From an optimization exercise on the open Yosys and OpenROAD flow, aimed at small area; shortcuts taken in it are not production practice. The RTL was checked by simulation tests, not by an equivalence proof against the original design.

==> flow/design.v <==
module joltage #(parameter int LENGTH = 100) (
    input logic clk, rst, start, data_valid,
    input logic [4*LENGTH-1:0] line_flat,
    output logic [15:0] joltage1_out,
    output logic [63:0] joltage2_out,
    output logic done
    );
    localparam int NB = 87;                    
    function automatic logic [3:0] half(input logic cin, input logic [3:0] d);
        half[0] = d[1] ^ cin;
        half[1] = d[2] ^ (cin & d[1]);
        half[2] = d[3] ^ (cin & ~(d[2] & d[1]));
        half[3] = cin & (d[3] | (d[2] & d[1]));
    endfunction
    function automatic logic ge(input logic [3:0] a, input logic [3:0] b);
        logic g3, g2, g1, e3, e2, e1;
        g3 = a[3] & ~b[3];  e3 = ~(a[3] ^ b[3]);
        g2 = a[2] & ~b[2];  e2 = ~(a[2] ^ b[2]);
        g1 = a[1] & ~b[1];  e1 = ~(a[1] ^ b[1]);
        ge = g3 | (e3 & (g2 | (e2 & (g1 | (e1 & (a[0] | ~b[0]))))));
    endfunction
    logic [2:0] q;            
    logic [7:0] sw;           
    logic run, clr, done_q;
    assign done = done_q;
    logic q0, q6, ph_r, ph_s, s_first, ph_d, ph_c, fin, d_hi, c_last;
    assign q0      = (q == 3'd0);
    assign q6      = (q == 3'd6);
    assign d_hi    = sw[7] & sw[6] & (sw[5] | (sw[4] & sw[3]));
    assign ph_r    = run & ~sw[7] & sw[6];
    assign ph_s    = run & sw[7] & ~d_hi;
    assign s_first = (sw == 8'd128);
    assign ph_d    = run & d_hi;
    assign c_last  = sw[1] & sw[0];
    assign ph_c    = run & ~sw[7] & ~sw[6] & ~(c_last & (q >= 3'd3));
    assign fin     = run & ~sw[7] & ~sw[6] & c_last & (q == 3'd2);
    always_ff @(posedge clk) begin : ctrl
        if (data_valid) begin
            q  <= 3'd0;
            sw <= 8'd118;
        end else begin
            q  <= q6 ? 3'd0 : q + 3'd1;
            if (q6) sw <= sw + 8'd1;
        end
        if (rst) begin
            run    <= 1'b0;
            done_q <= 1'b0;
            clr    <= 1'b1;
        end else begin
            if (data_valid) run <= 1'b1;
            else if (fin) run <= 1'b0;
            if (start) done_q <= 1'b0;
            else if (fin) done_q <= 1'b1;
            if (fin) clr <= 1'b0;
        end
    end
    logic bshift, bsh_q;      
    assign bshift = bsh_q & ~rst;
    always_ff @(posedge clk) begin : bsh
        if (rst) bsh_q <= 1'b0;
        else if (data_valid) bsh_q <= 1'b1;
        else if (d_hi) bsh_q <= 1'b0;
    end
    logic [3:0] buf_q [0:NB-1];
    genvar s;
    generate
        for (s = 0; s < NB; s++) begin : g_buf
            localparam int DIG = (25 * s + 35) % NB;
            if (s % 3 == 0) begin : g_gated
                always_ff @(posedge clk)
                    buf_q[s] <= ~((line_flat[4*DIG +: 4] | {4{~data_valid}}) &
                                  (buf_q[(s + NB - 1) % NB] | {4{~bshift}}));
            end else if (s % 3 == 1) begin : g_free0
                always_ff @(posedge clk)
                    buf_q[s] <= ~((line_flat[4*DIG +: 4] & {4{data_valid}}) |
                                  buf_q[s - 1]);
            end else begin : g_free1
                always_ff @(posedge clk)
                    buf_q[s] <= ~((line_flat[4*DIG +: 4] | {4{~data_valid}}) &
                                  buf_q[s - 1]);
            end
        end
    endgenerate
    logic [3:0] x;            
    assign x = buf_q[NB-1] ^ {4{~sw[0]}};
    logic [7:0] rot [0:6];
    logic [3:0] prev;
    logic act;
    logic [3:0] h0, h1, pe, y_sel, o0, o1;
    logic ae, force_sh, e0, e1, cin;
    assign h0 = rot[0][3:0];
    assign h1 = rot[0][7:4];
    assign y_sel    = (ph_r | s_first) ? prev : x;
    assign pe       = q0 ? y_sel : prev;
    assign ae       = (q < 3'd2) | act;
    assign force_sh = ph_r & ~q0;
    assign e0       = (ph_r | ph_s) & ae & (force_sh | ge(pe, h0));
    assign e1       = e0 & (force_sh | ge(h0, h1));
    assign cin      = (q >= 3'd2) & prev[0];
    always_comb begin : unit
        if (ph_d & (~q0 | (sw[7:4] == 4'b1110))) begin
            o0 = half(cin, h0);
            o1 = half(h0[0], h1);
        end else begin
            o0 = e0 ? pe : h0;
            o1 = e1 ? h0 : h1;
        end
    end
    always_ff @(posedge clk) begin : unit_seq
        if (data_valid)
            prev <= line_flat[4*97 +: 4];
        else
            prev <= q0 ? y_sel : h1;
        act <= e1;
    end
    genvar j;
    generate
        for (j = 0; j < 7; j++) begin : g_rot
            localparam int D0 = (j < 2) ? 98 : 83 + 2 * j;
            logic [7:0] nxt;
            if (j == 6) begin : g_tail
                assign nxt = {o1, o0};
            end else begin : g_mid
                assign nxt = rot[j+1];
            end
            if (j % 2 == 1) begin : g_free
                always_ff @(posedge clk)
                    rot[j] <= ({line_flat[4*(D0+1) +: 4], line_flat[4*D0 +: 4]} & {8{data_valid}}) |
                              nxt;
            end else begin : g_gated
                always_ff @(posedge clk)
                    rot[j] <= ({line_flat[4*(D0+1) +: 4], line_flat[4*D0 +: 4]} & {8{data_valid}}) |
                              (nxt & {8{run}});
            end
        end
    endgenerate
    logic [15:0] j1;
    logic [63:0] j2;
    logic cy1, cy2, st1, st2, r1, r2, a1, a2, s1, s2, c1, c2;
    assign st1 = ph_d & q0 & (sw[7:4] == 4'b1110);
    assign st2 = (ph_d & q6) | ph_c;
    assign a1  = h1[0];
    assign a2  = ph_d & h1[0];
    assign r1  = j1[0] & ~clr;
    assign r2  = j2[0] & ~clr;
    assign s1  = r1 ^ a1 ^ cy1;
    assign s2  = r2 ^ a2 ^ cy2;
    assign c1  = (r1 & a1) | (r1 & cy1) | (a1 & cy1);
    assign c2  = (r2 & a2) | (r2 & cy2) | (a2 & cy2);
    always_ff @(posedge clk) begin : totals
        if (st1) j1 <= {s1, j1[15:1]};
        if (st2) j2 <= {s2, j2[63:1]};
        if (data_valid) begin
            cy1 <= 1'b0;
            cy2 <= 1'b0;
        end else begin
            if (st1) cy1 <= c1;
            if (st2) cy2 <= c2;
        end
    end
    assign joltage1_out = j1;
    assign joltage2_out = j2;
endmodule
clock: 25.0 ns
lec_check: 0
cap_margin: 20
core_margin: 2
core_utilization: 70
slew_margin: 20
standard.sh (not shown) runs the stock make flow with config.mk's settings and CLKGATE_MAP_FILE= SYNTH_SCRIPT=/design/flow/synth_recipe.tcl, a recipe that flattens the netlist after the stock synthesis.
==> flow/flow/run.sh <==
#!/bin/bash
# The standard layout (standard.sh), with two changes:
#  - port buffers are buf_1 instead of the default clkdlybuf4s50_1;
#  - the clock tree uses clkbuf_4 buffers, each driving up to 10 registers,
#    and no dummy loads.
export BUFFER_PORTS_ARGS="-buffer_cell sky130_fd_sc_hd__buf_1"
export CTS_ARGS="-sink_clustering_enable -repair_clock_nets -dont_use_dummy_load -buf_list {sky130_fd_sc_hd__clkbuf_4} -sink_clustering_size 10 -sink_clustering_max_diameter 45"
bash standard.sh > standard.log 2>&1
Then changed:
--- a/flow/design.v
+++ b/flow/design.v
@@ -51,35 +51,24 @@
             else if (fin) run <= 1'b0;
             if (start) done_q <= 1'b0;
             else if (fin) done_q <= 1'b1;
             if (fin) clr <= 1'b0;
         end
     end
-    logic bshift, bsh_q;      
-    assign bshift = bsh_q & ~rst;
-    always_ff @(posedge clk) begin : bsh
-        if (rst) bsh_q <= 1'b0;
-        else if (data_valid) bsh_q <= 1'b1;
-        else if (d_hi) bsh_q <= 1'b0;
-    end
     logic [3:0] buf_q [0:NB-1];
     genvar s;
     generate
         for (s = 0; s < NB; s++) begin : g_buf
             localparam int DIG = (25 * s + 35) % NB;
-            if (s % 3 == 0) begin : g_gated
+            if (s == 0 || s % 2 == 1) begin : g_gated
                 always_ff @(posedge clk)
                     buf_q[s] <= ~((line_flat[4*DIG +: 4] | {4{~data_valid}}) &
-                                  (buf_q[(s + NB - 1) % NB] | {4{~bshift}}));
-            end else if (s % 3 == 1) begin : g_free0
+                                  (buf_q[(s + NB - 1) % NB] | {4{~run}}));
+            end else begin : g_free
                 always_ff @(posedge clk)
                     buf_q[s] <= ~((line_flat[4*DIG +: 4] & {4{data_valid}}) |
-                                  buf_q[s - 1]);
-            end else begin : g_free1
-                always_ff @(posedge clk)
-                    buf_q[s] <= ~((line_flat[4*DIG +: 4] | {4{~data_valid}}) &
                                   buf_q[s - 1]);
             end
         end
     endgenerate
     logic [3:0] x;            
     assign x = buf_q[NB-1] ^ {4{~sw[0]}};
@@ -120,21 +109,15 @@
             logic [7:0] nxt;
             if (j == 6) begin : g_tail
                 assign nxt = {o1, o0};
             end else begin : g_mid
                 assign nxt = rot[j+1];
             end
-            if (j % 2 == 1) begin : g_free
-                always_ff @(posedge clk)
-                    rot[j] <= ({line_flat[4*(D0+1) +: 4], line_flat[4*D0 +: 4]} & {8{data_valid}}) |
-                              nxt;
-            end else begin : g_gated
-                always_ff @(posedge clk)
-                    rot[j] <= ({line_flat[4*(D0+1) +: 4], line_flat[4*D0 +: 4]} & {8{data_valid}}) |
-                              (nxt & {8{run}});
-            end
+            always_ff @(posedge clk)
+                rot[j] <= ({line_flat[4*(D0+1) +: 4], line_flat[4*D0 +: 4]} & {8{data_valid}}) |
+                          (nxt & {8{run}});
         end
     endgenerate
     logic [15:0] j1;
     logic [63:0] j2;
     logic cy1, cy2, st1, st2, r1, r2, a1, a2, s1, s2, c1, c2;
     assign st1 = ph_d & q0 & (sw[7:4] == 4'b1110);
What happened:
- area after synthesis climbs slightly
- design area barely changes
- non-clock buffer count drops by 1
- routed wire length is higher slightly
- via count grows by a few percent
- sequential share of layout area decreases by 0.19 points
- critical path depth grows by 1
- fmax came out higher by a few percent
- worst hold slack is better by 0.014 ns
- register-to-register slack degrades by 0.43 ns

[re-timing with driven ports]
How much do the figures lean on ideal ports? The routed layouts below were timed once more, with nothing changed but the port constraints.
Step 1 sets driving cells, clkbuf_16 on the clock port and buf_2 on the other inputs (assumed; they add their load-dependent delay and slew).
Step 2 times the ports against the registers' clock, not the clock port: input delays grow and output delays shrink by t, the midpoint of the rising clock arrivals with the driver on.
a / b / c = ideal / step 1 / step 2; a / b = the first two.
| run | t, ns | setup slack, ns | worst setup path at the end | worst data-port slew with drivers (ns) | pins driven straight from the clock port |
|---|---|---|---|---|---|
| the first run | 0.746 | 18.331 / 18.355 / 17.609 | input to register | 0.11 | 1 |
| the second run | 0.710 | 18.582 / 18.603 / 17.893 | input to register | 0.10 | 1 |
After both steps every run listed still meets setup and hold. The setup slack of the first run, which loses most, moves by +0.024 ns with the drivers and by -0.722 ns with both steps.
